What follows belongs to an exercise in optimizing a design on an open flow for small area, a short achievable clock period and few clock cycles per item; a production flow would make more cautious choices.
Where RTL was checked, it was by simulation tests only, not by an equivalence proof against the original.
The RTL of run 1 was laid out without a check of its function.

==> flow/design.v (outline; a module is shown in full before it is edited, if it fits) <==
// module sigmoid_unit: 593 lines
// module pfx_row_rc_11_11: 35 lines
// module pfx_row_h3_12_12: 51 lines
// module pfx_row_h3_13_13: 53 lines
// module pfx_row_h3_14_14: 57 lines
// module pfx_row_h3_15_15: 61 lines
// module pfx_row_bk_16_16: 67 lines
// module pfx_row_bk_17_16: 69 lines
module sigmoid_unit (
    input  wire               clk,
    input  wire               rst,
    input  wire               in_valid,
    input  wire signed [15:0] net_in,
    output wire               out_valid,
    output wire signed [31:0] f_net,
    output wire signed [31:0] x,
    output wire signed [31:0] y,
    output wire signed [31:0] z
);
  // ...
==> flow/flow/run.sh <==
#!/bin/bash
set -euo pipefail
export BUFFER_PORTS_ARGS="-buffer_cell sky130_fd_sc_hd__buf_1"
bash standard.sh > standard.log 2>&1
==> flow/standard.sh <==
#!/bin/bash
# synth_recipe.tcl (not shown) runs the flow's synth.tcl, then flattens the netlist and writes it again
# the make line also repeats each setting of config.mk as NAME=value (left out here)
make -C /OpenROAD-flow-scripts/flow DESIGN_CONFIG=/design/flow/config.mk WORK_HOME=/design/flow/orfs CLKGATE_MAP_FILE= SYNTH_SCRIPT=/design/flow/synth_recipe.tcl "${@:-finish}"
==> flow/config.mk <==
export PLATFORM = sky130hd
export DESIGN_NAME = sigmoid_unit
export DESIGN_NICKNAME = sigmoid_unit
export VERILOG_FILES = /design/flow/design.v
export SDC_FILE = /design/flow/constraint.sdc
export NUM_CORES = 4
export LEC_CHECK = 0
export ABC_AREA = 1
export CAP_MARGIN = 20
export CORE_MARGIN = 2
export CORE_UTILIZATION = 40
export SLEW_MARGIN = 20
==> flow/constraint.sdc <==
create_clock -name core_clock -period 62.0 [get_ports {clk}]
set_input_delay 12.4000 -clock core_clock [delete_from_list [all_inputs] [get_ports {clk}]]
set_output_delay 12.4000 -clock core_clock [all_outputs]
set_load 0.01 [all_outputs]
==> metrics.md, run 1 <==
| Metric | Value |
|---|---|
| Status | `finished clean` |
| Reg area | `2060 sq um` |
| Mux share of post-synthesis cell area | `0.0892%` |
| DP Worst Slack | `48.76 ns` |
| Leading cell type in the layout, fill and taps excluded | `nand2_1` |
| DR top layer | `met4` |
| Largest register FFs | `22` |
| Hold path depth | `2` |
| Max-cap viol count | `0` |
| Post-DRT Antenna Nets | `0` |
| Biggest Area Class | `multi-input combinational cells` |
| Hold buffer count at cts | `0` |
| Final worst slack | `48.66 ns` |
| XOR/XNOR Fraction of Synth Area | `6.32%` |
| Post-synth EDFFs | `0` |
| Starting Density | `40.5%` |
| Die ar. | `29400 sq um` |
| DRT iter0 DRCs | `308` |
| Slew headroom | `48.1%` |
| Post-route cell area | `11800 sq um` |
| Pre-Repair DR Iteration Count | `5` |
| CP startpoint kind | `flop` |
| Fin crit period | `13.34 ns` |
| Drt drc | `0` |
| CP Data Arrival Time | `0.94 ns` |
| FP Rows | `61` |
| Fin nets | `1758` |
| IO Count | `148` |
| M3 GR Usage | `2.65%` |
| Inverters | `199` |
| R2R Path Start | `net_q[15]$_DFF_P_` |
| Crit path capture type | `output pin` |
| Count of plain and timing-repair buffers | `103` |
| Synth top cells by count | `nand2_1, inv_1, ha_1` |
| Slew @ Worst Pin | `0.774 ns` |
| GRT busiest layer | `met2` |
| Worst-path fanout max | `6` |
| Seq_cells | `103` |
| RSZ-0062 raised after global routing | `no` |
| Share of the synthesized area in the top cell type | `18.4%` |
| Vias/cell | `4.67` |
| Met2 WL | `11600 um` |
==> module sigmoid_unit, before the edit <==
module sigmoid_unit (
    input  wire               clk,
    input  wire               rst,
    input  wire               in_valid,
    input  wire signed [15:0] net_in,
    output wire               out_valid,
    output wire signed [31:0] f_net,
    output wire signed [31:0] x,
    output wire signed [31:0] y,
    output wire signed [31:0] z
);
reg [15:0] net_q;
reg        v0;
always @(posedge clk) begin
    net_q <= net_in;
    v0    <= in_valid & ~rst;
end
wire        s0 = net_q[15];
wire [15:0] d0 = ((net_q ^ {16{s0}}) + {15'd0, s0} + 16'd1000);
wire [10:0] tk9 = 11'd1953;
wire [10:0] df9;
wire        ge9;
pfx_row_rc_11_11 row9 (.t(tk9), .d(d0[10:0]), .hz(~|d0[15:11]), .ge(ge9), .r(df9));
wire [10:0] tr9 = df9;
wire [11:0] tk8 = {tr9, 1'b0};
wire [11:0] df8;
wire        ge8;
pfx_row_h3_12_12 row8 (.t(tk8), .d(d0[11:0]), .hz(~|d0[15:12]), .ge(ge8), .r(df8));
wire [11:0] tr8 = df8;
wire [12:0] tk7 = {tr8, 1'b0};
wire [12:0] df7;
wire        ge7;
pfx_row_h3_13_13 row7 (.t(tk7), .d(d0[12:0]), .hz(~|d0[15:13]), .ge(ge7), .r(df7));
wire [12:0] tr7 = df7;
wire [13:0] tk6 = {tr7, 1'b0};
wire [13:0] df6;
wire        ge6;
pfx_row_h3_14_14 row6 (.t(tk6), .d(d0[13:0]), .hz(~|d0[15:14]), .ge(ge6), .r(df6));
wire [13:0] tr6 = df6;
wire [14:0] tk5 = {tr6, 1'b1};
wire [14:0] df5;
wire        ge5;
pfx_row_h3_15_15 row5 (.t(tk5), .d(d0[14:0]), .hz(~|d0[15:15]), .ge(ge5), .r(df5));
wire [14:0] tr5 = df5;
reg [15:0] d1;
reg        s1;
reg        v1;
reg [14:0] t1;
reg        q9_1;
reg        q8_1;
reg        q7_1;
reg        q6_1;
reg        q5_1;
always @(posedge clk) begin
    d1 <= d0;
    s1 <= s0;
    v1 <= v0 & ~rst;
    t1 <= tr5;
    q9_1 <= ge9;
    q8_1 <= ge8;
    q7_1 <= ge7;
    q6_1 <= ge6;
    q5_1 <= ge5;
end
wire [15:0] tk4 = {t1, 1'b1};
wire [15:0] df4;
wire        ge4;
pfx_row_bk_16_16 row4 (.t(tk4), .d(d1[15:0]), .hz(1'b1), .ge(ge4), .r(df4));
wire [15:0] tr4 = df4;
wire [16:0] tk3 = {tr4, 1'b1};
wire [15:0] df3;
wire        ge3;
pfx_row_bk_17_16 row3 (.t(tk3), .d(d1[15:0]), .hz(1'b1), .ge(ge3), .r(df3));
wire [15:0] tr3 = df3;
wire [16:0] tk2 = {tr3, 1'b1};
wire [15:0] df2;
wire        ge2;
pfx_row_bk_17_16 row2 (.t(tk2), .d(d1[15:0]), .hz(1'b1), .ge(ge2), .r(df2));
wire [15:0] tr2 = df2;
wire [16:0] tk1 = {tr2, 1'b1};
wire [15:0] df1;
wire        ge1;
pfx_row_bk_17_16 row1 (.t(tk1), .d(d1[15:0]), .hz(1'b1), .ge(ge1), .r(df1));
wire [15:0] tr1 = df1;
wire [16:0] tk0 = {tr1, 1'b1};
wire [15:0] df0;
wire        ge0;
pfx_row_bk_17_16 row0 (.t(tk0), .d(d1[15:0]), .hz(1'b1), .ge(ge0), .r(df0));
wire [8:0]  qh = {q9_1, q8_1, q7_1, q6_1, q5_1, ge4, ge3, ge2, ge1};
wire        q0 = ge0;
wire [8:0] v;
wire [9:0] v_p, v_g;
assign v_g[0] = 1'b0; assign v_p[0] = 1'b0;
assign v_p[1] = (~qh[0]) ^ (1'b0); assign v_g[1] = (~qh[0]) & (1'b0);
assign v_p[2] = (~qh[1]) ^ (1'b0); assign v_g[2] = (~qh[1]) & (1'b0);
assign v_p[3] = (~qh[2]) ^ (1'b1); assign v_g[3] = (~qh[2]) & (1'b1);
assign v_p[4] = (~qh[3]) ^ (1'b0); assign v_g[4] = (~qh[3]) & (1'b0);
assign v_p[5] = (~qh[4]) ^ (1'b1); assign v_g[5] = (~qh[4]) & (1'b1);
assign v_p[6] = (~qh[5]) ^ (1'b1); assign v_g[6] = (~qh[5]) & (1'b1);
assign v_p[7] = (~qh[6]) ^ (1'b1); assign v_g[7] = (~qh[6]) & (1'b1);
assign v_p[8] = (~qh[7]) ^ (1'b1); assign v_g[8] = (~qh[7]) & (1'b1);
assign v_p[9] = (~qh[8]) ^ (1'b1); assign v_g[9] = (~qh[8]) & (1'b1);
wire v_g0_1 = v_g[1] | (v_p[1] & v_g[0]);
wire v_p0_1 = v_p[1] & v_p[0];
wire v_g0_3 = v_g[3] | (v_p[3] & v_g[2]);
wire v_p0_3 = v_p[3] & v_p[2];
wire v_g0_5 = v_g[5] | (v_p[5] & v_g[4]);
wire v_p0_5 = v_p[5] & v_p[4];
wire v_g0_7 = v_g[7] | (v_p[7] & v_g[6]);
wire v_p0_7 = v_p[7] & v_p[6];
wire v_g0_9 = v_g[9] | (v_p[9] & v_g[8]);
wire v_p0_9 = v_p[9] & v_p[8];
wire v_g1_2 = v_g[2] | (v_p[2] & v_g0_1);
wire v_p1_2 = v_p[2] & v_p0_1;
wire v_g1_3 = v_g0_3 | (v_p0_3 & v_g0_1);
wire v_p1_3 = v_p0_3 & v_p0_1;
wire v_g1_6 = v_g[6] | (v_p[6] & v_g0_5);
wire v_p1_6 = v_p[6] & v_p0_5;
wire v_g1_7 = v_g0_7 | (v_p0_7 & v_g0_5);
wire v_p1_7 = v_p0_7 & v_p0_5;
wire v_g2_4 = v_g[4] | (v_p[4] & v_g1_3);
wire v_p2_4 = v_p[4] & v_p1_3;
wire v_g2_5 = v_g0_5 | (v_p0_5 & v_g1_3);
wire v_p2_5 = v_p0_5 & v_p1_3;
wire v_g2_6 = v_g1_6 | (v_p1_6 & v_g1_3);
wire v_p2_6 = v_p1_6 & v_p1_3;
wire v_g2_7 = v_g1_7 | (v_p1_7 & v_g1_3);
wire v_p2_7 = v_p1_7 & v_p1_3;
wire v_g3_8 = v_g[8] | (v_p[8] & v_g2_7);
wire v_p3_8 = v_p[8] & v_p2_7;
wire v_g3_9 = v_g0_9 | (v_p0_9 & v_g2_7);
wire v_p3_9 = v_p0_9 & v_p2_7;
assign v[0] = v_p[1] ^ v_g[0];
assign v[1] = v_p[2] ^ v_g0_1;
assign v[2] = v_p[3] ^ v_g1_2;
assign v[3] = v_p[4] ^ v_g1_3;
assign v[4] = v_p[5] ^ v_g2_4;
assign v[5] = v_p[6] ^ v_g2_5;
assign v[6] = v_p[7] ^ v_g2_6;
assign v[7] = v_p[8] ^ v_g2_7;
assign v[8] = v_p[9] ^ v_g3_8;
wire [9:0] nv;
wire [10:0] nv_p, nv_g;
assign nv_g[0] = 1'b0; assign nv_p[0] = 1'b0;
assign nv_p[1] = (qh[0]) ^ (1'b1); assign nv_g[1] = (qh[0]) & (1'b1);
assign nv_p[2] = (qh[1]) ^ (1'b0); assign nv_g[2] = (qh[1]) & (1'b0);
assign nv_p[3] = (qh[2]) ^ (1'b1); assign nv_g[3] = (qh[2]) & (1'b1);
assign nv_p[4] = (qh[3]) ^ (1'b1); assign nv_g[4] = (qh[3]) & (1'b1);
assign nv_p[5] = (qh[4]) ^ (1'b0); assign nv_g[5] = (qh[4]) & (1'b0);
assign nv_p[6] = (qh[5]) ^ (1'b0); assign nv_g[6] = (qh[5]) & (1'b0);
assign nv_p[7] = (qh[6]) ^ (1'b0); assign nv_g[7] = (qh[6]) & (1'b0);
assign nv_p[8] = (qh[7]) ^ (1'b0); assign nv_g[8] = (qh[7]) & (1'b0);
assign nv_p[9] = (qh[8]) ^ (1'b0); assign nv_g[9] = (qh[8]) & (1'b0);
assign nv_p[10] = (1'b0) ^ (1'b1); assign nv_g[10] = (1'b0) & (1'b1);
wire nv_g0_1 = nv_g[1] | (nv_p[1] & nv_g[0]);
wire nv_p0_1 = nv_p[1] & nv_p[0];
wire nv_g0_3 = nv_g[3] | (nv_p[3] & nv_g[2]);
wire nv_p0_3 = nv_p[3] & nv_p[2];
wire nv_g0_5 = nv_g[5] | (nv_p[5] & nv_g[4]);
wire nv_p0_5 = nv_p[5] & nv_p[4];
wire nv_g0_7 = nv_g[7] | (nv_p[7] & nv_g[6]);
wire nv_p0_7 = nv_p[7] & nv_p[6];
wire nv_g0_9 = nv_g[9] | (nv_p[9] & nv_g[8]);
wire nv_p0_9 = nv_p[9] & nv_p[8];
wire nv_g1_2 = nv_g[2] | (nv_p[2] & nv_g0_1);
wire nv_p1_2 = nv_p[2] & nv_p0_1;
wire nv_g1_3 = nv_g0_3 | (nv_p0_3 & nv_g0_1);
wire nv_p1_3 = nv_p0_3 & nv_p0_1;
wire nv_g1_6 = nv_g[6] | (nv_p[6] & nv_g0_5);
wire nv_p1_6 = nv_p[6] & nv_p0_5;
wire nv_g1_7 = nv_g0_7 | (nv_p0_7 & nv_g0_5);
wire nv_p1_7 = nv_p0_7 & nv_p0_5;
wire nv_g1_10 = nv_g[10] | (nv_p[10] & nv_g0_9);
wire nv_p1_10 = nv_p[10] & nv_p0_9;
wire nv_g2_4 = nv_g[4] | (nv_p[4] & nv_g1_3);
wire nv_p2_4 = nv_p[4] & nv_p1_3;
wire nv_g2_5 = nv_g0_5 | (nv_p0_5 & nv_g1_3);
wire nv_p2_5 = nv_p0_5 & nv_p1_3;
wire nv_g2_6 = nv_g1_6 | (nv_p1_6 & nv_g1_3);
wire nv_p2_6 = nv_p1_6 & nv_p1_3;
wire nv_g2_7 = nv_g1_7 | (nv_p1_7 & nv_g1_3);
wire nv_p2_7 = nv_p1_7 & nv_p1_3;
wire nv_g3_8 = nv_g[8] | (nv_p[8] & nv_g2_7);
wire nv_p3_8 = nv_p[8] & nv_p2_7;
wire nv_g3_9 = nv_g0_9 | (nv_p0_9 & nv_g2_7);
wire nv_p3_9 = nv_p0_9 & nv_p2_7;
wire nv_g3_10 = nv_g1_10 | (nv_p1_10 & nv_g2_7);
wire nv_p3_10 = nv_p1_10 & nv_p2_7;
assign nv[0] = nv_p[1] ^ nv_g[0];
assign nv[1] = nv_p[2] ^ nv_g0_1;
assign nv[2] = nv_p[3] ^ nv_g1_2;
assign nv[3] = nv_p[4] ^ nv_g1_3;
assign nv[4] = nv_p[5] ^ nv_g2_4;
assign nv[5] = nv_p[6] ^ nv_g2_5;
assign nv[6] = nv_p[7] ^ nv_g2_6;
assign nv[7] = nv_p[8] ^ nv_g2_7;
assign nv[8] = nv_p[9] ^ nv_g3_8;
assign nv[9] = nv_p[10] ^ nv_g3_9;
wire [9:0] zp;
wire [10:0] zp_p, zp_g;
assign zp_g[0] = 1'b0; assign zp_p[0] = 1'b0;
assign zp_p[1] = (~qh[0]) ^ (1'b0); assign zp_g[1] = (~qh[0]) & (1'b0);
assign zp_p[2] = (~qh[1]) ^ (1'b0); assign zp_g[2] = (~qh[1]) & (1'b0);
assign zp_p[3] = (~qh[2]) ^ (1'b0); assign zp_g[3] = (~qh[2]) & (1'b0);
assign zp_p[4] = (~qh[3]) ^ (1'b1); assign zp_g[4] = (~qh[3]) & (1'b1);
assign zp_p[5] = (~qh[4]) ^ (1'b0); assign zp_g[5] = (~qh[4]) & (1'b0);
assign zp_p[6] = (~qh[5]) ^ (1'b1); assign zp_g[6] = (~qh[5]) & (1'b1);
assign zp_p[7] = (~qh[6]) ^ (1'b1); assign zp_g[7] = (~qh[6]) & (1'b1);
assign zp_p[8] = (~qh[7]) ^ (1'b1); assign zp_g[8] = (~qh[7]) & (1'b1);
assign zp_p[9] = (~qh[8]) ^ (1'b1); assign zp_g[9] = (~qh[8]) & (1'b1);
assign zp_p[10] = (1'b1) ^ (1'b1); assign zp_g[10] = (1'b1) & (1'b1);
wire zp_g0_1 = zp_g[1] | (zp_p[1] & zp_g[0]);
wire zp_p0_1 = zp_p[1] & zp_p[0];
wire zp_g0_3 = zp_g[3] | (zp_p[3] & zp_g[2]);
wire zp_p0_3 = zp_p[3] & zp_p[2];
wire zp_g0_5 = zp_g[5] | (zp_p[5] & zp_g[4]);
wire zp_p0_5 = zp_p[5] & zp_p[4];
wire zp_g0_7 = zp_g[7] | (zp_p[7] & zp_g[6]);
wire zp_p0_7 = zp_p[7] & zp_p[6];
wire zp_g0_9 = zp_g[9] | (zp_p[9] & zp_g[8]);
wire zp_p0_9 = zp_p[9] & zp_p[8];
wire zp_g1_2 = zp_g[2] | (zp_p[2] & zp_g0_1);
wire zp_p1_2 = zp_p[2] & zp_p0_1;
wire zp_g1_3 = zp_g0_3 | (zp_p0_3 & zp_g0_1);
wire zp_p1_3 = zp_p0_3 & zp_p0_1;
wire zp_g1_6 = zp_g[6] | (zp_p[6] & zp_g0_5);
wire zp_p1_6 = zp_p[6] & zp_p0_5;
wire zp_g1_7 = zp_g0_7 | (zp_p0_7 & zp_g0_5);
wire zp_p1_7 = zp_p0_7 & zp_p0_5;
wire zp_g1_10 = zp_g[10] | (zp_p[10] & zp_g0_9);
wire zp_p1_10 = zp_p[10] & zp_p0_9;
wire zp_g2_4 = zp_g[4] | (zp_p[4] & zp_g1_3);
wire zp_p2_4 = zp_p[4] & zp_p1_3;
wire zp_g2_5 = zp_g0_5 | (zp_p0_5 & zp_g1_3);
wire zp_p2_5 = zp_p0_5 & zp_p1_3;
wire zp_g2_6 = zp_g1_6 | (zp_p1_6 & zp_g1_3);
wire zp_p2_6 = zp_p1_6 & zp_p1_3;
wire zp_g2_7 = zp_g1_7 | (zp_p1_7 & zp_g1_3);
wire zp_p2_7 = zp_p1_7 & zp_p1_3;
wire zp_g3_8 = zp_g[8] | (zp_p[8] & zp_g2_7);
wire zp_p3_8 = zp_p[8] & zp_p2_7;
wire zp_g3_9 = zp_g0_9 | (zp_p0_9 & zp_g2_7);
wire zp_p3_9 = zp_p0_9 & zp_p2_7;
wire zp_g3_10 = zp_g1_10 | (zp_p1_10 & zp_g2_7);
wire zp_p3_10 = zp_p1_10 & zp_p2_7;
assign zp[0] = zp_p[1] ^ zp_g[0];
assign zp[1] = zp_p[2] ^ zp_g0_1;
assign zp[2] = zp_p[3] ^ zp_g1_2;
assign zp[3] = zp_p[4] ^ zp_g1_3;
assign zp[4] = zp_p[5] ^ zp_g2_4;
assign zp[5] = zp_p[6] ^ zp_g2_5;
assign zp[6] = zp_p[7] ^ zp_g2_6;
assign zp[7] = zp_p[8] ^ zp_g2_7;
assign zp[8] = zp_p[9] ^ zp_g3_8;
assign zp[9] = zp_p[10] ^ zp_g3_9;
wire [9:0] qh1;
wire [10:0] qh1_p, qh1_g;
assign qh1_g[0] = 1'b1; assign qh1_p[0] = 1'b0;
assign qh1_p[1] = (qh[0]) ^ (1'b0); assign qh1_g[1] = (qh[0]) & (1'b0);
assign qh1_p[2] = (qh[1]) ^ (1'b0); assign qh1_g[2] = (qh[1]) & (1'b0);
assign qh1_p[3] = (qh[2]) ^ (1'b0); assign qh1_g[3] = (qh[2]) & (1'b0);
assign qh1_p[4] = (qh[3]) ^ (1'b0); assign qh1_g[4] = (qh[3]) & (1'b0);
assign qh1_p[5] = (qh[4]) ^ (1'b0); assign qh1_g[5] = (qh[4]) & (1'b0);
assign qh1_p[6] = (qh[5]) ^ (1'b0); assign qh1_g[6] = (qh[5]) & (1'b0);
assign qh1_p[7] = (qh[6]) ^ (1'b0); assign qh1_g[7] = (qh[6]) & (1'b0);
assign qh1_p[8] = (qh[7]) ^ (1'b0); assign qh1_g[8] = (qh[7]) & (1'b0);
assign qh1_p[9] = (qh[8]) ^ (1'b0); assign qh1_g[9] = (qh[8]) & (1'b0);
assign qh1_p[10] = (1'b0) ^ (1'b0); assign qh1_g[10] = (1'b0) & (1'b0);
wire qh1_g0_1 = qh1_g[1] | (qh1_p[1] & qh1_g[0]);
wire qh1_p0_1 = qh1_p[1] & qh1_p[0];
wire qh1_g0_3 = qh1_g[3] | (qh1_p[3] & qh1_g[2]);
wire qh1_p0_3 = qh1_p[3] & qh1_p[2];
wire qh1_g0_5 = qh1_g[5] | (qh1_p[5] & qh1_g[4]);
wire qh1_p0_5 = qh1_p[5] & qh1_p[4];
wire qh1_g0_7 = qh1_g[7] | (qh1_p[7] & qh1_g[6]);
wire qh1_p0_7 = qh1_p[7] & qh1_p[6];
wire qh1_g0_9 = qh1_g[9] | (qh1_p[9] & qh1_g[8]);
wire qh1_p0_9 = qh1_p[9] & qh1_p[8];
wire qh1_g1_2 = qh1_g[2] | (qh1_p[2] & qh1_g0_1);
wire qh1_p1_2 = qh1_p[2] & qh1_p0_1;
wire qh1_g1_3 = qh1_g0_3 | (qh1_p0_3 & qh1_g0_1);
wire qh1_p1_3 = qh1_p0_3 & qh1_p0_1;
wire qh1_g1_6 = qh1_g[6] | (qh1_p[6] & qh1_g0_5);
wire qh1_p1_6 = qh1_p[6] & qh1_p0_5;
wire qh1_g1_7 = qh1_g0_7 | (qh1_p0_7 & qh1_g0_5);
wire qh1_p1_7 = qh1_p0_7 & qh1_p0_5;
wire qh1_g1_10 = qh1_g[10] | (qh1_p[10] & qh1_g0_9);
wire qh1_p1_10 = qh1_p[10] & qh1_p0_9;
wire qh1_g2_4 = qh1_g[4] | (qh1_p[4] & qh1_g1_3);
wire qh1_p2_4 = qh1_p[4] & qh1_p1_3;
wire qh1_g2_5 = qh1_g0_5 | (qh1_p0_5 & qh1_g1_3);
wire qh1_p2_5 = qh1_p0_5 & qh1_p1_3;
wire qh1_g2_6 = qh1_g1_6 | (qh1_p1_6 & qh1_g1_3);
wire qh1_p2_6 = qh1_p1_6 & qh1_p1_3;
wire qh1_g2_7 = qh1_g1_7 | (qh1_p1_7 & qh1_g1_3);
wire qh1_p2_7 = qh1_p1_7 & qh1_p1_3;
wire qh1_g3_8 = qh1_g[8] | (qh1_p[8] & qh1_g2_7);
wire qh1_p3_8 = qh1_p[8] & qh1_p2_7;
wire qh1_g3_9 = qh1_g0_9 | (qh1_p0_9 & qh1_g2_7);
wire qh1_p3_9 = qh1_p0_9 & qh1_p2_7;
wire qh1_g3_10 = qh1_g1_10 | (qh1_p1_10 & qh1_g2_7);
wire qh1_p3_10 = qh1_p1_10 & qh1_p2_7;
assign qh1[0] = qh1_p[1] ^ qh1_g[0];
assign qh1[1] = qh1_p[2] ^ qh1_g0_1;
assign qh1[2] = qh1_p[3] ^ qh1_g1_2;
assign qh1[3] = qh1_p[4] ^ qh1_g1_3;
assign qh1[4] = qh1_p[5] ^ qh1_g2_4;
assign qh1[5] = qh1_p[6] ^ qh1_g2_5;
assign qh1[6] = qh1_p[7] ^ qh1_g2_6;
assign qh1[7] = qh1_p[8] ^ qh1_g2_7;
assign qh1[8] = qh1_p[9] ^ qh1_g3_8;
assign qh1[9] = qh1_p[10] ^ qh1_g3_9;
wire [9:0]  yv  = s1 ? (q0 ? {nv[8:0], 1'b0} : {~v, 1'b1}) : {v, ~q0};
wire [9:0]  zv  = s1 ? (q0 ? qh1 : {1'b0, qh}) : zp;
wire        yneg0 = s1 & (d1 >= 16'd1002);
wire        yneg1 = s1 & (d1 != 16'd1001);
wire        yneg2 = s1 & ((|d1[15:10]) | (d1[9:0] >= 10'd1002));
wire        yneg3 = s1 & (d1[15:1] != 15'd500);
wire [15:0] nn;
wire [16:0] nn_p, nn_g;
assign nn_g[0] = 1'b0; assign nn_p[0] = 1'b0;
assign nn_p[1] = (d1[0] ^ s1) ^ (s1); assign nn_g[1] = (d1[0] ^ s1) & (s1);
assign nn_p[2] = (d1[1] ^ s1) ^ (1'b0); assign nn_g[2] = (d1[1] ^ s1) & (1'b0);
assign nn_p[3] = (d1[2] ^ s1) ^ (1'b0); assign nn_g[3] = (d1[2] ^ s1) & (1'b0);
assign nn_p[4] = (d1[3] ^ s1) ^ (1'b1); assign nn_g[4] = (d1[3] ^ s1) & (1'b1);
assign nn_p[5] = (d1[4] ^ s1) ^ (~s1); assign nn_g[5] = (d1[4] ^ s1) & (~s1);
assign nn_p[6] = (d1[5] ^ s1) ^ (s1); assign nn_g[6] = (d1[5] ^ s1) & (s1);
assign nn_p[7] = (d1[6] ^ s1) ^ (s1); assign nn_g[7] = (d1[6] ^ s1) & (s1);
assign nn_p[8] = (d1[7] ^ s1) ^ (s1); assign nn_g[8] = (d1[7] ^ s1) & (s1);
assign nn_p[9] = (d1[8] ^ s1) ^ (s1); assign nn_g[9] = (d1[8] ^ s1) & (s1);
assign nn_p[10] = (d1[9] ^ s1) ^ (s1); assign nn_g[10] = (d1[9] ^ s1) & (s1);
assign nn_p[11] = (d1[10] ^ s1) ^ (~s1); assign nn_g[11] = (d1[10] ^ s1) & (~s1);
assign nn_p[12] = (d1[11] ^ s1) ^ (~s1); assign nn_g[12] = (d1[11] ^ s1) & (~s1);
assign nn_p[13] = (d1[12] ^ s1) ^ (~s1); assign nn_g[13] = (d1[12] ^ s1) & (~s1);
assign nn_p[14] = (d1[13] ^ s1) ^ (~s1); assign nn_g[14] = (d1[13] ^ s1) & (~s1);
assign nn_p[15] = (d1[14] ^ s1) ^ (~s1); assign nn_g[15] = (d1[14] ^ s1) & (~s1);
assign nn_p[16] = (d1[15] ^ s1) ^ (~s1); assign nn_g[16] = (d1[15] ^ s1) & (~s1);
wire nn_g0_1 = nn_g[1] | (nn_p[1] & nn_g[0]);
wire nn_p0_1 = nn_p[1] & nn_p[0];
wire nn_g1_2 = nn_g[2] | (nn_p[2] & nn_g0_1);
wire nn_p1_2 = nn_p[2] & nn_p0_1;
wire nn_g2_3 = nn_g[3] | (nn_p[3] & nn_g1_2);
wire nn_p2_3 = nn_p[3] & nn_p1_2;
wire nn_g3_4 = nn_g[4] | (nn_p[4] & nn_g2_3);
wire nn_p3_4 = nn_p[4] & nn_p2_3;
wire nn_g4_5 = nn_g[5] | (nn_p[5] & nn_g3_4);
wire nn_p4_5 = nn_p[5] & nn_p3_4;
wire nn_g5_6 = nn_g[6] | (nn_p[6] & nn_g4_5);
wire nn_p5_6 = nn_p[6] & nn_p4_5;
wire nn_g6_7 = nn_g[7] | (nn_p[7] & nn_g5_6);
wire nn_p6_7 = nn_p[7] & nn_p5_6;
wire nn_g7_8 = nn_g[8] | (nn_p[8] & nn_g6_7);
wire nn_p7_8 = nn_p[8] & nn_p6_7;
wire nn_g8_9 = nn_g[9] | (nn_p[9] & nn_g7_8);
wire nn_p8_9 = nn_p[9] & nn_p7_8;
wire nn_g9_10 = nn_g[10] | (nn_p[10] & nn_g8_9);
wire nn_p9_10 = nn_p[10] & nn_p8_9;
wire nn_g10_11 = nn_g[11] | (nn_p[11] & nn_g9_10);
wire nn_p10_11 = nn_p[11] & nn_p9_10;
wire nn_g11_12 = nn_g[12] | (nn_p[12] & nn_g10_11);
wire nn_p11_12 = nn_p[12] & nn_p10_11;
wire nn_g12_13 = nn_g[13] | (nn_p[13] & nn_g11_12);
wire nn_p12_13 = nn_p[13] & nn_p11_12;
wire nn_g13_14 = nn_g[14] | (nn_p[14] & nn_g12_13);
wire nn_p13_14 = nn_p[14] & nn_p12_13;
wire nn_g14_15 = nn_g[15] | (nn_p[15] & nn_g13_14);
wire nn_p14_15 = nn_p[15] & nn_p13_14;
wire nn_g15_16 = nn_g[16] | (nn_p[16] & nn_g14_15);
wire nn_p15_16 = nn_p[16] & nn_p14_15;
assign nn[0] = nn_p[1] ^ nn_g[0];
assign nn[1] = nn_p[2] ^ nn_g0_1;
assign nn[2] = nn_p[3] ^ nn_g1_2;
assign nn[3] = nn_p[4] ^ nn_g2_3;
assign nn[4] = nn_p[5] ^ nn_g3_4;
assign nn[5] = nn_p[6] ^ nn_g4_5;
assign nn[6] = nn_p[7] ^ nn_g5_6;
assign nn[7] = nn_p[8] ^ nn_g6_7;
assign nn[8] = nn_p[9] ^ nn_g7_8;
assign nn[9] = nn_p[10] ^ nn_g8_9;
assign nn[10] = nn_p[11] ^ nn_g9_10;
assign nn[11] = nn_p[12] ^ nn_g10_11;
assign nn[12] = nn_p[13] ^ nn_g11_12;
assign nn[13] = nn_p[14] ^ nn_g12_13;
assign nn[14] = nn_p[15] ^ nn_g13_14;
assign nn[15] = nn_p[16] ^ nn_g14_15;
wire [21:0] n22  = {{6{s1}}, nn};
wire [21:0] x1;
wire [22:0] x1_p, x1_g;
assign x1_g[0] = 1'b0; assign x1_p[0] = 1'b0;
assign x1_p[1] = (n22[0]) ^ (1'b0); assign x1_g[1] = (n22[0]) & (1'b0);
assign x1_p[2] = (n22[1]) ^ (1'b0); assign x1_g[2] = (n22[1]) & (1'b0);
assign x1_p[3] = (n22[2]) ^ (1'b0); assign x1_g[3] = (n22[2]) & (1'b0);
assign x1_p[4] = (n22[3]) ^ (1'b0); assign x1_g[4] = (n22[3]) & (1'b0);
assign x1_p[5] = (n22[4]) ^ (1'b0); assign x1_g[5] = (n22[4]) & (1'b0);
assign x1_p[6] = (n22[5]) ^ (1'b0); assign x1_g[6] = (n22[5]) & (1'b0);
assign x1_p[7] = (n22[6]) ^ (1'b0); assign x1_g[7] = (n22[6]) & (1'b0);
assign x1_p[8] = (n22[7]) ^ (n22[0]); assign x1_g[8] = (n22[7]) & (n22[0]);
assign x1_p[9] = (n22[8]) ^ (n22[1]); assign x1_g[9] = (n22[8]) & (n22[1]);
assign x1_p[10] = (n22[9]) ^ (n22[2]); assign x1_g[10] = (n22[9]) & (n22[2]);
assign x1_p[11] = (n22[10]) ^ (n22[3]); assign x1_g[11] = (n22[10]) & (n22[3]);
assign x1_p[12] = (n22[11]) ^ (n22[4]); assign x1_g[12] = (n22[11]) & (n22[4]);
assign x1_p[13] = (n22[12]) ^ (n22[5]); assign x1_g[13] = (n22[12]) & (n22[5]);
assign x1_p[14] = (n22[13]) ^ (n22[6]); assign x1_g[14] = (n22[13]) & (n22[6]);
assign x1_p[15] = (n22[14]) ^ (n22[7]); assign x1_g[15] = (n22[14]) & (n22[7]);
assign x1_p[16] = (n22[15]) ^ (n22[8]); assign x1_g[16] = (n22[15]) & (n22[8]);
assign x1_p[17] = (n22[16]) ^ (n22[9]); assign x1_g[17] = (n22[16]) & (n22[9]);
assign x1_p[18] = (n22[17]) ^ (n22[10]); assign x1_g[18] = (n22[17]) & (n22[10]);
assign x1_p[19] = (n22[18]) ^ (n22[11]); assign x1_g[19] = (n22[18]) & (n22[11]);
assign x1_p[20] = (n22[19]) ^ (n22[12]); assign x1_g[20] = (n22[19]) & (n22[12]);
assign x1_p[21] = (n22[20]) ^ (n22[13]); assign x1_g[21] = (n22[20]) & (n22[13]);
assign x1_p[22] = (n22[21]) ^ (n22[14]); assign x1_g[22] = (n22[21]) & (n22[14]);
wire x1_g0_1 = x1_g[1] | (x1_p[1] & x1_g[0]);
wire x1_p0_1 = x1_p[1] & x1_p[0];
wire x1_g1_2 = x1_g[2] | (x1_p[2] & x1_g0_1);
wire x1_p1_2 = x1_p[2] & x1_p0_1;
wire x1_g2_3 = x1_g[3] | (x1_p[3] & x1_g1_2);
wire x1_p2_3 = x1_p[3] & x1_p1_2;
wire x1_g3_4 = x1_g[4] | (x1_p[4] & x1_g2_3);
wire x1_p3_4 = x1_p[4] & x1_p2_3;
wire x1_g4_5 = x1_g[5] | (x1_p[5] & x1_g3_4);
wire x1_p4_5 = x1_p[5] & x1_p3_4;
wire x1_g5_6 = x1_g[6] | (x1_p[6] & x1_g4_5);
wire x1_p5_6 = x1_p[6] & x1_p4_5;
wire x1_g6_7 = x1_g[7] | (x1_p[7] & x1_g5_6);
wire x1_p6_7 = x1_p[7] & x1_p5_6;
wire x1_g7_8 = x1_g[8] | (x1_p[8] & x1_g6_7);
wire x1_p7_8 = x1_p[8] & x1_p6_7;
wire x1_g8_9 = x1_g[9] | (x1_p[9] & x1_g7_8);
wire x1_p8_9 = x1_p[9] & x1_p7_8;
wire x1_g9_10 = x1_g[10] | (x1_p[10] & x1_g8_9);
wire x1_p9_10 = x1_p[10] & x1_p8_9;
wire x1_g10_11 = x1_g[11] | (x1_p[11] & x1_g9_10);
wire x1_p10_11 = x1_p[11] & x1_p9_10;
wire x1_g11_12 = x1_g[12] | (x1_p[12] & x1_g10_11);
wire x1_p11_12 = x1_p[12] & x1_p10_11;
wire x1_g12_13 = x1_g[13] | (x1_p[13] & x1_g11_12);
wire x1_p12_13 = x1_p[13] & x1_p11_12;
wire x1_g13_14 = x1_g[14] | (x1_p[14] & x1_g12_13);
wire x1_p13_14 = x1_p[14] & x1_p12_13;
wire x1_g14_15 = x1_g[15] | (x1_p[15] & x1_g13_14);
wire x1_p14_15 = x1_p[15] & x1_p13_14;
wire x1_g15_16 = x1_g[16] | (x1_p[16] & x1_g14_15);
wire x1_p15_16 = x1_p[16] & x1_p14_15;
wire x1_g16_17 = x1_g[17] | (x1_p[17] & x1_g15_16);
wire x1_p16_17 = x1_p[17] & x1_p15_16;
wire x1_g17_18 = x1_g[18] | (x1_p[18] & x1_g16_17);
wire x1_p17_18 = x1_p[18] & x1_p16_17;
wire x1_g18_19 = x1_g[19] | (x1_p[19] & x1_g17_18);
wire x1_p18_19 = x1_p[19] & x1_p17_18;
wire x1_g19_20 = x1_g[20] | (x1_p[20] & x1_g18_19);
wire x1_p19_20 = x1_p[20] & x1_p18_19;
wire x1_g20_21 = x1_g[21] | (x1_p[21] & x1_g19_20);
wire x1_p20_21 = x1_p[21] & x1_p19_20;
wire x1_g21_22 = x1_g[22] | (x1_p[22] & x1_g20_21);
wire x1_p21_22 = x1_p[22] & x1_p20_21;
assign x1[0] = x1_p[1] ^ x1_g[0];
assign x1[1] = x1_p[2] ^ x1_g0_1;
assign x1[2] = x1_p[3] ^ x1_g1_2;
assign x1[3] = x1_p[4] ^ x1_g2_3;
assign x1[4] = x1_p[5] ^ x1_g3_4;
assign x1[5] = x1_p[6] ^ x1_g4_5;
assign x1[6] = x1_p[7] ^ x1_g5_6;
assign x1[7] = x1_p[8] ^ x1_g6_7;
assign x1[8] = x1_p[9] ^ x1_g7_8;
assign x1[9] = x1_p[10] ^ x1_g8_9;
assign x1[10] = x1_p[11] ^ x1_g9_10;
assign x1[11] = x1_p[12] ^ x1_g10_11;
assign x1[12] = x1_p[13] ^ x1_g11_12;
assign x1[13] = x1_p[14] ^ x1_g12_13;
assign x1[14] = x1_p[15] ^ x1_g13_14;
assign x1[15] = x1_p[16] ^ x1_g14_15;
assign x1[16] = x1_p[17] ^ x1_g15_16;
assign x1[17] = x1_p[18] ^ x1_g16_17;
assign x1[18] = x1_p[19] ^ x1_g17_18;
assign x1[19] = x1_p[20] ^ x1_g18_19;
assign x1[20] = x1_p[21] ^ x1_g19_20;
assign x1[21] = x1_p[22] ^ x1_g20_21;
wire [21:0] xx;
wire [22:0] xx_p, xx_g;
assign xx_g[0] = 1'b1; assign xx_p[0] = 1'b0;
assign xx_p[1] = (x1[0]) ^ (1'b1); assign xx_g[1] = (x1[0]) & (1'b1);
assign xx_p[2] = (x1[1]) ^ (1'b1); assign xx_g[2] = (x1[1]) & (1'b1);
assign xx_p[3] = (x1[2]) ^ (~n22[0]); assign xx_g[3] = (x1[2]) & (~n22[0]);
assign xx_p[4] = (x1[3]) ^ (~n22[1]); assign xx_g[4] = (x1[3]) & (~n22[1]);
assign xx_p[5] = (x1[4]) ^ (~n22[2]); assign xx_g[5] = (x1[4]) & (~n22[2]);
assign xx_p[6] = (x1[5]) ^ (~n22[3]); assign xx_g[6] = (x1[5]) & (~n22[3]);
assign xx_p[7] = (x1[6]) ^ (~n22[4]); assign xx_g[7] = (x1[6]) & (~n22[4]);
assign xx_p[8] = (x1[7]) ^ (~n22[5]); assign xx_g[8] = (x1[7]) & (~n22[5]);
assign xx_p[9] = (x1[8]) ^ (~n22[6]); assign xx_g[9] = (x1[8]) & (~n22[6]);
assign xx_p[10] = (x1[9]) ^ (~n22[7]); assign xx_g[10] = (x1[9]) & (~n22[7]);
assign xx_p[11] = (x1[10]) ^ (~n22[8]); assign xx_g[11] = (x1[10]) & (~n22[8]);
assign xx_p[12] = (x1[11]) ^ (~n22[9]); assign xx_g[12] = (x1[11]) & (~n22[9]);
assign xx_p[13] = (x1[12]) ^ (~n22[10]); assign xx_g[13] = (x1[12]) & (~n22[10]);
assign xx_p[14] = (x1[13]) ^ (~n22[11]); assign xx_g[14] = (x1[13]) & (~n22[11]);
assign xx_p[15] = (x1[14]) ^ (~n22[12]); assign xx_g[15] = (x1[14]) & (~n22[12]);
assign xx_p[16] = (x1[15]) ^ (~n22[13]); assign xx_g[16] = (x1[15]) & (~n22[13]);
assign xx_p[17] = (x1[16]) ^ (~n22[14]); assign xx_g[17] = (x1[16]) & (~n22[14]);
assign xx_p[18] = (x1[17]) ^ (~n22[15]); assign xx_g[18] = (x1[17]) & (~n22[15]);
assign xx_p[19] = (x1[18]) ^ (~n22[16]); assign xx_g[19] = (x1[18]) & (~n22[16]);
assign xx_p[20] = (x1[19]) ^ (~n22[17]); assign xx_g[20] = (x1[19]) & (~n22[17]);
assign xx_p[21] = (x1[20]) ^ (~n22[18]); assign xx_g[21] = (x1[20]) & (~n22[18]);
assign xx_p[22] = (x1[21]) ^ (~n22[19]); assign xx_g[22] = (x1[21]) & (~n22[19]);
wire xx_g0_1 = xx_g[1] | (xx_p[1] & xx_g[0]);
wire xx_p0_1 = xx_p[1] & xx_p[0];
wire xx_g1_2 = xx_g[2] | (xx_p[2] & xx_g0_1);
wire xx_p1_2 = xx_p[2] & xx_p0_1;
wire xx_g2_3 = xx_g[3] | (xx_p[3] & xx_g1_2);
wire xx_p2_3 = xx_p[3] & xx_p1_2;
wire xx_g3_4 = xx_g[4] | (xx_p[4] & xx_g2_3);
wire xx_p3_4 = xx_p[4] & xx_p2_3;
wire xx_g4_5 = xx_g[5] | (xx_p[5] & xx_g3_4);
wire xx_p4_5 = xx_p[5] & xx_p3_4;
wire xx_g5_6 = xx_g[6] | (xx_p[6] & xx_g4_5);
wire xx_p5_6 = xx_p[6] & xx_p4_5;
wire xx_g6_7 = xx_g[7] | (xx_p[7] & xx_g5_6);
wire xx_p6_7 = xx_p[7] & xx_p5_6;
wire xx_g7_8 = xx_g[8] | (xx_p[8] & xx_g6_7);
wire xx_p7_8 = xx_p[8] & xx_p6_7;
wire xx_g8_9 = xx_g[9] | (xx_p[9] & xx_g7_8);
wire xx_p8_9 = xx_p[9] & xx_p7_8;
wire xx_g9_10 = xx_g[10] | (xx_p[10] & xx_g8_9);
wire xx_p9_10 = xx_p[10] & xx_p8_9;
wire xx_g10_11 = xx_g[11] | (xx_p[11] & xx_g9_10);
wire xx_p10_11 = xx_p[11] & xx_p9_10;
wire xx_g11_12 = xx_g[12] | (xx_p[12] & xx_g10_11);
wire xx_p11_12 = xx_p[12] & xx_p10_11;
wire xx_g12_13 = xx_g[13] | (xx_p[13] & xx_g11_12);
wire xx_p12_13 = xx_p[13] & xx_p11_12;
wire xx_g13_14 = xx_g[14] | (xx_p[14] & xx_g12_13);
wire xx_p13_14 = xx_p[14] & xx_p12_13;
wire xx_g14_15 = xx_g[15] | (xx_p[15] & xx_g13_14);
wire xx_p14_15 = xx_p[15] & xx_p13_14;
wire xx_g15_16 = xx_g[16] | (xx_p[16] & xx_g14_15);
wire xx_p15_16 = xx_p[16] & xx_p14_15;
wire xx_g16_17 = xx_g[17] | (xx_p[17] & xx_g15_16);
wire xx_p16_17 = xx_p[17] & xx_p15_16;
wire xx_g17_18 = xx_g[18] | (xx_p[18] & xx_g16_17);
wire xx_p17_18 = xx_p[18] & xx_p16_17;
wire xx_g18_19 = xx_g[19] | (xx_p[19] & xx_g17_18);
wire xx_p18_19 = xx_p[19] & xx_p17_18;
wire xx_g19_20 = xx_g[20] | (xx_p[20] & xx_g18_19);
wire xx_p19_20 = xx_p[20] & xx_p18_19;
wire xx_g20_21 = xx_g[21] | (xx_p[21] & xx_g19_20);
wire xx_p20_21 = xx_p[21] & xx_p19_20;
wire xx_g21_22 = xx_g[22] | (xx_p[22] & xx_g20_21);
wire xx_p21_22 = xx_p[22] & xx_p20_21;
assign xx[0] = xx_p[1] ^ xx_g[0];
assign xx[1] = xx_p[2] ^ xx_g0_1;
assign xx[2] = xx_p[3] ^ xx_g1_2;
assign xx[3] = xx_p[4] ^ xx_g2_3;
assign xx[4] = xx_p[5] ^ xx_g3_4;
assign xx[5] = xx_p[6] ^ xx_g4_5;
assign xx[6] = xx_p[7] ^ xx_g5_6;
assign xx[7] = xx_p[8] ^ xx_g6_7;
assign xx[8] = xx_p[9] ^ xx_g7_8;
assign xx[9] = xx_p[10] ^ xx_g8_9;
assign xx[10] = xx_p[11] ^ xx_g9_10;
assign xx[11] = xx_p[12] ^ xx_g10_11;
assign xx[12] = xx_p[13] ^ xx_g11_12;
assign xx[13] = xx_p[14] ^ xx_g12_13;
assign xx[14] = xx_p[15] ^ xx_g13_14;
assign xx[15] = xx_p[16] ^ xx_g14_15;
assign xx[16] = xx_p[17] ^ xx_g15_16;
assign xx[17] = xx_p[18] ^ xx_g16_17;
assign xx[18] = xx_p[19] ^ xx_g17_18;
assign xx[19] = xx_p[20] ^ xx_g18_19;
assign xx[20] = xx_p[21] ^ xx_g19_20;
assign xx[21] = xx_p[22] ^ xx_g20_21;
reg        vo;
reg [2:0] xs;
reg [3:0] ys;
reg [21:0] xr;
reg [9:0]  yr;
reg [9:0]  zr;
always @(posedge clk) begin
    vo <= v1 & ~rst;
    xs[0] <= s1;
    xs[1] <= s1 & (d1 != 16'd1000);
    xs[2] <= nn[15];
    ys[0] <= yneg0;
    ys[1] <= yneg1;
    ys[2] <= yneg2;
    ys[3] <= yneg3;
    xr <= xx;
    yr <= yv;
    zr <= zv;
end
assign out_valid = vo;
assign x     = {xs[0], xs[0], xs[0], xs[1], xs[1], xs[2], xs[2], xr, 3'b000};
assign y     = {ys[0], ys[0], ys[0], ys[0], ys[0], ys[0], ys[1], ys[1], ys[1], ys[1], ys[1], ys[2], ys[2], ys[2], ys[2], ys[2], ys[2], ys[3], ys[3], ys[3], ys[3], ys[3], yr};
assign z     = {21'd0, zr, yr[0]};
assign f_net = {22'd0, zr};
endmodule
==> run 2, diff against run 1 <==
--- a/flow/design.v
+++ b/flow/design.v
@@ -20,7 +20,7 @@
 wire [10:0] tk9 = 11'd1953;
 wire [10:0] df9;
 wire        ge9;
-pfx_row_rc_11_11 row9 (.t(tk9), .d(d0[10:0]), .hz(~|d0[15:11]), .ge(ge9), .r(df9));
+pfx_row_h3_11_11 row9 (.t(tk9), .d(d0[10:0]), .hz(~|d0[15:11]), .ge(ge9), .r(df9));
 wire [10:0] tr9 = df9;
 wire [11:0] tk8 = {tr9, 1'b0};
 wire [11:0] df8;
@@ -591,7 +591,7 @@
 assign z     = {21'd0, zr, yr[0]};
 assign f_net = {22'd0, zr};
 endmodule
-module pfx_row_rc_11_11 (
+module pfx_row_h3_11_11 (
     input  wire [10:0] t,
     input  wire [10:0] d,
     input  wire        hz,
@@ -603,26 +603,36 @@
 wire [10:0] g = ~t & dd;      
 wire g0_1 = g[1] | (p[1] & g[0]);
 wire p0_1 = p[1] & p[0];
+wire g0_4 = g[4] | (p[4] & g[3]);
+wire p0_4 = p[4] & p[3];
+wire g0_7 = g[7] | (p[7] & g[6]);
+wire p0_7 = p[7] & p[6];
+wire g0_10 = g[10] | (p[10] & g[9]);
+wire p0_10 = p[10] & p[9];
 wire g1_2 = g[2] | (p[2] & g0_1);
 wire p1_2 = p[2] & p0_1;
-wire g2_3 = g[3] | (p[3] & g1_2);
-wire p2_3 = p[3] & p1_2;
-wire g3_4 = g[4] | (p[4] & g2_3);
-wire p3_4 = p[4] & p2_3;
-wire g4_5 = g[5] | (p[5] & g3_4);
-wire p4_5 = p[5] & p3_4;
-wire g5_6 = g[6] | (p[6] & g4_5);
-wire p5_6 = p[6] & p4_5;
-wire g6_7 = g[7] | (p[7] & g5_6);
-wire p6_7 = p[7] & p5_6;
-wire g7_8 = g[8] | (p[8] & g6_7);
-wire p7_8 = p[8] & p6_7;
-wire g8_9 = g[9] | (p[9] & g7_8);
-wire p8_9 = p[9] & p7_8;
-wire g9_10 = g[10] | (p[10] & g8_9);
-wire p9_10 = p[10] & p8_9;
-wire [10:0] bi = {g8_9, g7_8, g6_7, g5_6, g4_5, g3_4, g2_3, g1_2, g0_1, g[0], 1'b0};
-assign ge = hz & ~g9_10;
+wire g1_5 = g[5] | (p[5] & g0_4);
+wire p1_5 = p[5] & p0_4;
+wire g1_8 = g[8] | (p[8] & g0_7);
+wire p1_8 = p[8] & p0_7;
+wire g2_5 = g1_5 | (p1_5 & g1_2);
+wire p2_5 = p1_5 & p1_2;
+wire g3_8 = g1_8 | (p1_8 & g2_5);
+wire p3_8 = p1_8 & p2_5;
+wire g4_3 = g[3] | (p[3] & g1_2);
+wire p4_3 = p[3] & p1_2;
+wire g4_4 = g0_4 | (p0_4 & g1_2);
+wire p4_4 = p0_4 & p1_2;
+wire g4_6 = g[6] | (p[6] & g2_5);
+wire p4_6 = p[6] & p2_5;
+wire g4_7 = g0_7 | (p0_7 & g2_5);
+wire p4_7 = p0_7 & p2_5;
+wire g4_9 = g[9] | (p[9] & g3_8);
+wire p4_9 = p[9] & p3_8;
+wire g4_10 = g0_10 | (p0_10 & g3_8);
+wire p4_10 = p0_10 & p3_8;
+wire [10:0] bi = {g4_9, g3_8, g4_7, g4_6, g2_5, g4_4, g4_3, g1_2, g0_1, g[0], 1'b0};
+assign ge = hz & ~g4_10;
 wire [10:0] df = t ^ dd ^ bi;
 assign r  = ge ? df[10:0] : t[10:0];
 endmodule
==> flow/flow/run.sh (replaced) <==
#!/bin/bash
set -euo pipefail
export BUFFER_PORTS_ARGS="-buffer_cell sky130_fd_sc_hd__buf_1"
# one tie cell drives all constant outputs
export SKIP_REPAIR_TIE_FANOUT=1
# stronger flip-flops where one drives several output buffers
export POST_GLOBAL_PLACE_TCL=$PWD/flow/upsize_out_ff.tcl UPSIZE_FF4_MIN=4 UPSIZE_FF2_MIN=2
bash standard.sh > standard.log 2>&1
==> flow/flow/upsize_out_ff.tcl (new file) <==
# Give the flip-flops that drive several output-port buffers (the copies of
# the sign bits, and the z bits that also drive f_net) a stronger drive.
set block [ord::get_db_block]
set n_up 0
foreach inst [$block getInsts] {
  if {[[$inst getMaster] getName] ne "sky130_fd_sc_hd__dfxtp_1"} { continue }
  set q [$inst findITerm Q]
  set net [$q getNet]
  if {$net eq "NULL"} { continue }
  set nout 0
  foreach it [$net getITerms] {
    if {[string match "output*" [[$it getInst] getName]]} { incr nout }
  }
  if {$nout >= $::env(UPSIZE_FF4_MIN)} {
    replace_cell [$inst getName] sky130_fd_sc_hd__dfxtp_4
    incr n_up
  } elseif {$nout >= $::env(UPSIZE_FF2_MIN)} {
    replace_cell [$inst getName] sky130_fd_sc_hd__dfxtp_2
    incr n_up
  }
}
puts "upsize_out_ff: resized $n_up flip-flops"
--- a/flow/config.mk
+++ b/flow/config.mk
@@ -9,4 +9,5 @@
 export CAP_MARGIN = 20
 export CORE_MARGIN = 2
 export CORE_UTILIZATION = 40
+export CTS_BUF_LIST = sky130_fd_sc_hd__clkbuf_4 sky130_fd_sc_hd__clkbuf_8
 export SLEW_MARGIN = 20
==> metrics.md, run 2 <==
| Metric | Value |
|---|---|
| Max-cap viol count | `0 (unchanged)` |
| Count leader, synth | `nand2_1 (unchanged)` |
| Ant. Diodes | `0 (unchanged)` |
| Ys Warns | `1 (unchanged)` |
| Drt drc | `0 (unchanged)` |
| Synthesized flop and latch total | `103 (unchanged)` |
| Crit path capture type | `output pin (unchanged)` |
| Filler Cell Count | `2844 (was 2833)` |
| HP Class | `flop to flop (unchanged)` |
| Slew @ Worst Pin | `1.01 ns (was 0.774 ns)` |
| Mux share of post-synthesis cell area | `0% (was 0.0892%)` |
| Starting Density | `40.4% (was 40.5%)` |
| Crit path buf inv count | `1 (unchanged)` |
| Root Buffer | `clkbuf_8 (was clkbuf_16)` |
| DP Wirelength | `18500 um (was 19700 um)` |
| Met2 WL | `10600 um (was 11600 um)` |
| Clock sink count | `103 (unchanged)` |
| Library cells used by synthesis | `49 (unchanged)` |
| Core ar. | `27600 sq um (was 27700 sq um)` |
| RSZ-0062 raised after global routing | `no (unchanged)` |
| Fin nets | `1693 (was 1758)` |
| Vias | `8665 (was 8857)` |
| Worst R2R Setup Slack | `49.55 ns (was 48.83 ns)` |
| Final setup viols | `0 (unchanged)` |
| CP delay by family, top | `flip-flops (unchanged)` |
| Most frequent cells in the layout | `nand2_1, inv_1, ha_1 (unchanged)` |
| M1 WL | `10100 um (was 10500 um)` |
| CP max stage cell | `dfxtp_4 (was dfxtp_1)` |
| Die ar. | `29200 sq um (was 29400 sq um)` |
| IO Count | `148 (unchanged)` |
| Post-synthesis compound-gate area fraction | `9.35% (was 9.95%)` |
| Hold buffer count at cts | `0 (unchanged)` |
| H-Tree Depth | `3 (unchanged)` |
| Tot GR Track Use | `16.2% (was 17.2%)` |
| Largest register FFs | `22 (unchanged)` |
| Final period utilization | `21.5% (about the same)` |
| Post-synthesis sequential area ratio | `18.5% (was 18.4%)` |
| CP startpoint kind | `flop (unchanged)` |
| Count of final hold-check violations | `0 (unchanged)` |
| Utilization after layout | `41.6% (was 42.6%)` |
| CTS resizes | `0 (unchanged)` |
| Area of the mapped netlist | `11200 sq um (about the same)` |
| Largest family of logic cells by synthesized area | `adder cells (unchanged)` |
| Max Fclk | `75.2 MHz (was 75.0 MHz)` |
| Reg2reg path depth | `69 (unchanged)` |
| Worst skew pair latency | `0.40 ns (was 0.37 ns)` |
| Hold Path Sink | `v1$_DFF_P_ (was vo$_DFF_P_)` |
| Post-DRT Antenna Nets | `0 (unchanged)` |
| Postcts setup bufs | `0 (unchanged)` |
| Area grow syn2layout | `3.11% (was 5.08%)` |
| Setup CP Type | `flop to output pin (unchanged)` |
| DRT iter0 DRCs | `323 (was 308)` |
| Synth Area in Simple Gates | `21.0% (was 21.3%)` |
| Asr flop ratio synth | `0% (unchanged)` |
| Total Wirelength | `21800 um (was 23400 um)` |
| Largest Register | `xr (unchanged)` |
| DR top layer | `met4 (unchanged)` |
| WL per Instance | `11.9 um (was 12.3 um)` |
| Fin crit period | `13.30 ns (was 13.34 ns)` |
| Synth top cells by count | `nand2_1, inv_1, ha_1 (unchanged)` |
| Vias in the first global route | `8540 (was 8969)` |
| R2R Path Start | `net_q[15]$_DFF_P_ (unchanged)` |
| Die W | `171 um (about the same)` |
| Setup TNS | `0 ns (unchanged)` |
| Avg Synthesized Cell Area | `7.69 sq um (was 7.64 sq um)` |
| Cell taking the most area after synthesis | `dfxtp_1 (unchanged)` |
| CP Data Arrival Time | `0.90 ns (was 0.94 ns)` |
| Area contributors post-synth | `dfxtp_1, ha_1, fa_1 (unchanged)` |
| Synthesized netlist cell count | `1450 (was 1468)` |
| Vias/cell | `4.72 (was 4.67)` |
| Ys flop type | `dfxtp_1 (unchanged)` |
| FP Rows | `61 (unchanged)` |
| Synthesized-area fraction occupied by adder cells | `30.1% (was 30.3%)` |
| Post-synth EDFFs | `0 (unchanged)` |
| CTS tree | `yes (unchanged)` |
| Critical Path RT | `49.60 ns (about the same)` |
| Worst-path fanout max | `6 (unchanged)` |
| HP Start | `v0$_DFF_P_ (was v1$_DFF_P_)` |
| Grt ovf | `0 (unchanged)` |
| Met3 Wirelength | `645 um (was 733 um)` |
| Clock slew seen by the registers of the worst setup and hold paths | `0.12 ns (was 0.07 ns)` |
| Status | `finished clean (unchanged)` |
| Clock Skew | `0.0235 ns (was 0.00925 ns)` |
| Hold path depth | `2 (unchanged)` |
| Final Slew Violations | `0 (unchanged)` |
| XOR/XNOR Fraction of Synth Area | `7.67% (was 6.32%)` |
| Layout cells sized above 1 | `5.83% (was 5.07%)` |
| Slew headroom | `32.7% (was 48.1%)` |
| First-pass GRT wire length | `38500 um (was 40900 um)` |
| Top flop regs | `xr x22, d1 x16, net_q x16 (unchanged)` |
| Clock buffer count from CTS | `9 (unchanged)` |
| CTS Buffer Depth | `2 (unchanged)` |
| Sequence of cells on the critical path | `buf_1 (unchanged)` |
| Die Height | `171 um (about the same)` |
| Port bufs | `101 (unchanged)` |
| Worst reg2reg path endpoint | `t1[13]$_DFF_P_ (was t1[10]$_DFF_P_)` |
| Share of the synthesized area in the top cell type | `18.5% (was 18.4%)` |
| Largest net degree at the start of global routing | `47 (was 51)` |
| Initial antenna violation count | `0 (unchanged)` |
| Critical Path Max Stage Delay | `0.37 ns (was 0.40 ns)` |
| Leading cell type in the layout, fill and taps excluded | `nand2_1 (unchanged)` |
| Pre-Repair DR Iteration Count | `4 (was 5)` |
## run 2: cells by family after synthesis
family,Yosys count
AOI/OAI and AO/OA,189
xor gates and xnor gates,96
adders and majority gates,220
buffers and inverters,305
DFF,103
other,1
and+or+nand+nor,536
## run 2: worst reg2reg max path: cells and delay by family (launching register included)
family	cells	cell delay [ns]
compound gates	16	2.25
xor+xnor	2	0.72
fa+ha+maj	9	2.98
buf+inv	12	1.52
flops	1	1.00
simple gates	30	3.86
## run 2: final cells by class
cell class	count	area, sq um	share of cell area [%]
Clock buffer	10	138	1.20
Clock inverter	6	52.6	0.457
Inverter	193	724	6.30
Multi-Input combinational cell	1042	7610	66.2
Sequential cell	103	2100	18.2
Tap cell	378	473	4.11
Timing Repair Buffer	105	409	3.56
## run 2: stage by stage
step / instance area (sq um) / hold slack (ns) / cells / setup WS (ns)
final: 11500 / 0.410 / 1837 / 48.70
after global routing: 11500 / 0.434 / 1837 / 48.13
after CTS: 11500 / 0.413 / 1837 / 48.67
after detailed placement: 11300 / 0.395 / 1821 / 48.94
after global placement: 11300 / 0.390 / 1821 / 49.06
after floorplan: 11200 / 0.367 / 1450 / 49.03
## run 2: metal layers
layer,track usage [%],vias up
met5,0,-
met4,5.75,0
met3,1.73,26
met2,29.5,128
met1,19.5,3945
li1,-,4566
## run 2: how the worst max path moves through the flow
stage                            from             end  slack, ns  cells past startpoint
finish                  ys[2]$_DFF_P_           y[16]      48.70                      1
CTS                     ys[2]$_DFF_P_           y[15]      48.67                      1
detailed placement  net_q[15]$_DFF_P_  t1[13]$_DFF_P_      48.94                     69
floorplan               ys[2]$_DFF_P_           y[16]      49.03                      1
global placement        ys[2]$_DFF_P_           y[15]      49.06                      1
global route        net_q[15]$_DFF_P_   t1[4]$_DFF_P_      48.13                     70
Testbench counts of run 2, summed over its fixed seeds: cycles 16,024, items 16,000.
==> run 3, diff against run 2 <==
==> flow/flow/run.sh (replaced) <==
#!/bin/bash
set -euo pipefail
export BUFFER_PORTS_ARGS="-buffer_cell sky130_fd_sc_hd__buf_1"
# one tie cell drives all constant outputs
export SKIP_REPAIR_TIE_FANOUT=1
# stronger flip-flops where one drives several output buffers
export POST_GLOBAL_PLACE_TCL=$PWD/flow/upsize_out_ff.tcl UPSIZE_FF4_MIN=4 UPSIZE_FF2_MIN=99
bash standard.sh > standard.log 2>&1
==> metrics.md, run 3 <==
| Metric | Value |
|---|---|
| WL per Instance | `11.9 um (about the same)` |
| DP Area | `11300 sq um (about the same)` |
| Vias in the first global route | `8500 (was 8540)` |
| Final period utilization | `21.5% (about the same)` |
| DP Wirelength | `18500 um (about the same)` |
| Library cells used by synthesis | `49 (unchanged)` |
| Synthesized netlist cell count | `1450 (unchanged)` |
| Top flop regs | `xr x22, d1 x16, net_q x16 (unchanged)` |
| Clock buffer count from CTS | `9 (unchanged)` |
| Post-route insts no fill | `1837 (unchanged)` |
| Vias | `8607 (was 8665)` |
| Cell taking the most area after synthesis | `dfxtp_1 (unchanged)` |
| CTS tree | `yes (unchanged)` |
| Die ar. | `29200 sq um (unchanged)` |
| Clock sink count | `103 (unchanged)` |
| CP startpoint kind | `flop (unchanged)` |
| Critical Path Start | `ys[2]$_DFF_P_ (unchanged)` |
| Post-route cell area | `11500 sq um (about the same)` |
| Ant. Diodes | `0 (unchanged)` |
| Status | `finished clean (unchanged)` |
| Crit path capture type | `output pin (unchanged)` |
| Sequence of cells on the critical path | `buf_1 (unchanged)` |
| Tot GR Track Use | `16.1% (was 16.2%)` |
| Area of the mapped netlist | `11200 sq um (unchanged)` |
| Worst R2R Setup Slack | `49.50 ns (was 49.55 ns)` |
| Max Fclk | `75.1 MHz (was 75.2 MHz)` |
| Port bufs | `101 (unchanged)` |
| IO Count | `148 (unchanged)` |
| H-Tree Depth | `3 (unchanged)` |
| Pre-Repair DR Iteration Count | `4 (unchanged)` |
| Worst skew pair latency | `0.40 ns (about the same)` |
| Critical Path Sink | `y[15] (was y[16])` |
| Initial antenna violation count | `0 (unchanged)` |
| HP Start | `v0$_DFF_P_ (unchanged)` |
| Crit path buf inv count | `1 (unchanged)` |
| Placed Cells | `1821 (unchanged)` |
| Grt ovf | `0 (unchanged)` |
| CP Data Arrival Time | `0.91 ns (was 0.90 ns)` |
| Ys Warns | `1 (unchanged)` |
| Worst-path fanout max | `6 (unchanged)` |
| Share of the synthesized area in the top cell type | `18.5% (unchanged)` |
| Most frequent cells in the layout | `nand2_1, inv_1, ha_1 (unchanged)` |
| Post-synthesis sequential area ratio | `18.5% (unchanged)` |
| CTS Buffer Depth | `2 (unchanged)` |
| DRT iter0 DRCs | `262 (was 323)` |
| Die W | `171 um (unchanged)` |
| Count of final hold-check violations | `0 (unchanged)` |
| CP delay by family, top | `flip-flops (unchanged)` |
| Setup CP Type | `flop to output pin (unchanged)` |
| Area contributors post-synth | `dfxtp_1, ha_1, fa_1 (unchanged)` |
| Critical Path RT | `49.60 ns (about the same)` |
| First-pass GRT wire length | `38300 um (was 38500 um)` |
| Avg Synthesized Cell Area | `7.69 sq um (unchanged)` |
| Max-cap viol count | `0 (unchanged)` |
| Asr flop ratio synth | `0% (unchanged)` |
| CTS resizes | `0 (unchanged)` |
| Worst reg2reg path endpoint | `t1[13]$_DFF_P_ (unchanged)` |
| Reg2reg path depth | `69 (unchanged)` |
| Critical Path Max Stage Delay | `0.37 ns (about the same)` |
| Core ar. | `27600 sq um (unchanged)` |
| Drt drc | `0 (unchanged)` |
| Largest Register | `xr (unchanged)` |
| DP Worst Slack | `48.95 ns (was 48.94 ns)` |
| CP max stage cell | `dfxtp_4 (unchanged)` |
| Instance count on the critical path | `1 (unchanged)` |
| Synth top cells by count | `nand2_1, inv_1, ha_1 (unchanged)` |
| Slew headroom | `33.7% (was 32.7%)` |
| Fin crit period | `13.31 ns (was 13.30 ns)` |
| Root Buffer | `clkbuf_8 (unchanged)` |
| Post-synth EDFFs | `0 (unchanged)` |
| RSZ-0062 raised after global routing | `no (unchanged)` |
| Slew @ Worst Pin | `0.994 ns (was 1.01 ns)` |
| Ys flop type | `dfxtp_1 (unchanged)` |
| Final setup viols | `0 (unchanged)` |
| Vias/cell | `4.69 (was 4.72)` |
| Utilization after layout | `41.8% (was 41.6%)` |
| Total Wirelength | `21800 um (about the same)` |
| Area grow syn2layout | `3.44% (was 3.11%)` |
| FP Rows | `61 (unchanged)` |
| Clock Skew | `0.0228 ns (was 0.0235 ns)` |
| Leading cell type in the layout, fill and taps excluded | `nand2_1 (unchanged)` |
| Postcts setup bufs | `0 (unchanged)` |
| HP Class | `flop to flop (unchanged)` |
| Final worst slack | `48.69 ns (was 48.70 ns)` |
| Layout cells sized above 1 | `4.87% (was 5.83%)` |
| Count leader, synth | `nand2_1 (unchanged)` |
| Final Slew Violations | `0 (unchanged)` |
| Fin nets | `1693 (unchanged)` |
| R2R Path Start | `net_q[15]$_DFF_P_ (unchanged)` |
| Die Height | `171 um (unchanged)` |
| Largest register FFs | `22 (unchanged)` |
| Setup TNS | `0 ns (unchanged)` |
| Post-DRT Antenna Nets | `0 (unchanged)` |
| Hold buffer count at cts | `0 (unchanged)` |
| Largest net degree at the start of global routing | `47 (unchanged)` |
| Clock slew seen by the registers of the worst setup and hold paths | `0.11 ns (was 0.12 ns)` |
| Starting Density | `40.4% (unchanged)` |
| Worst hold margin | `0.407 ns (was 0.410 ns)` |
| Synthesized flop and latch total | `103 (unchanged)` |
[run 3: worst min path at each step]
stage	end	depth (start not counted)
finish	v1$_DFF_P_	2
global route	v1$_DFF_P_	2
CTS	v1$_DFF_P_	2
detailed placement	v1$_DFF_P_	2
global placement	v1$_DFF_P_	2
floorplan	s1$_DFF_P_	0
[run 3: area by class of cell]
type	count	area, sq um
fill	2832	16100
multi-input combinational	1042	7610
sequential	103	2080
inverter	193	724
tap	378	473
timing repair buffer	105	409
clock buffer	11	139
clock inverter	5	106
[run 3: per-layer routing]
metal  share of wire, %  up-vias  GRT usage (%)
li1                   -     4569              -
met1                 46     3880           19.2
met2                 49      133           30.0
met3                3.6       25           2.38
met4                1.9        0           4.31
met5                  0        -              0
[run 3: kinds of logic after synthesis]
logic type | count (synthesis) | share of synthesized area [%]
AND/OR/NAND/NOR | 536 | 21.0
buffers and inverters | 305 | 13.4
adder cells (fa/ha/maj) | 220 | 30.1
AO/OA/AOI/OAI | 189 | 9.35
flip-flops | 103 | 18.5
XOR/XNOR | 96 | 7.67
other | 1 | 0.0336

==> separate check: timing with driven ports <==
No port has a modelled driver above. Below, the same layouts with a new extraction and two added sets of constraints.
Step 1, drivers: a clkbuf_16 drives clk and a buf_2 each remaining input, both assumed.
Step 2 also shifts input and output timing later by t, the mid clock arrival at the registers, as if the neighbouring blocks saw the same clock.
Three values: ideal, step 1, step 2; two values: the first two.
run | t, ns | setup WS [ns] | worst hold slack (ns) | latest minus earliest clock arrival (ns)
run 1 | 0.410 | 48.663 / 48.614 / 48.835 | 0.408 / 0.408 / 0.408 | 0.010 / 0.009
run 2 | 0.432 | 48.696 / 48.653 / 49.085 | 0.410 / 0.410 / 0.410 | 0.023 / 0.024
run 3 | 0.424 | 48.690 / 48.650 / 49.075 | 0.407 / 0.407 / 0.407 | 0.023 / 0.023
After both steps every run listed still meets setup and hold.
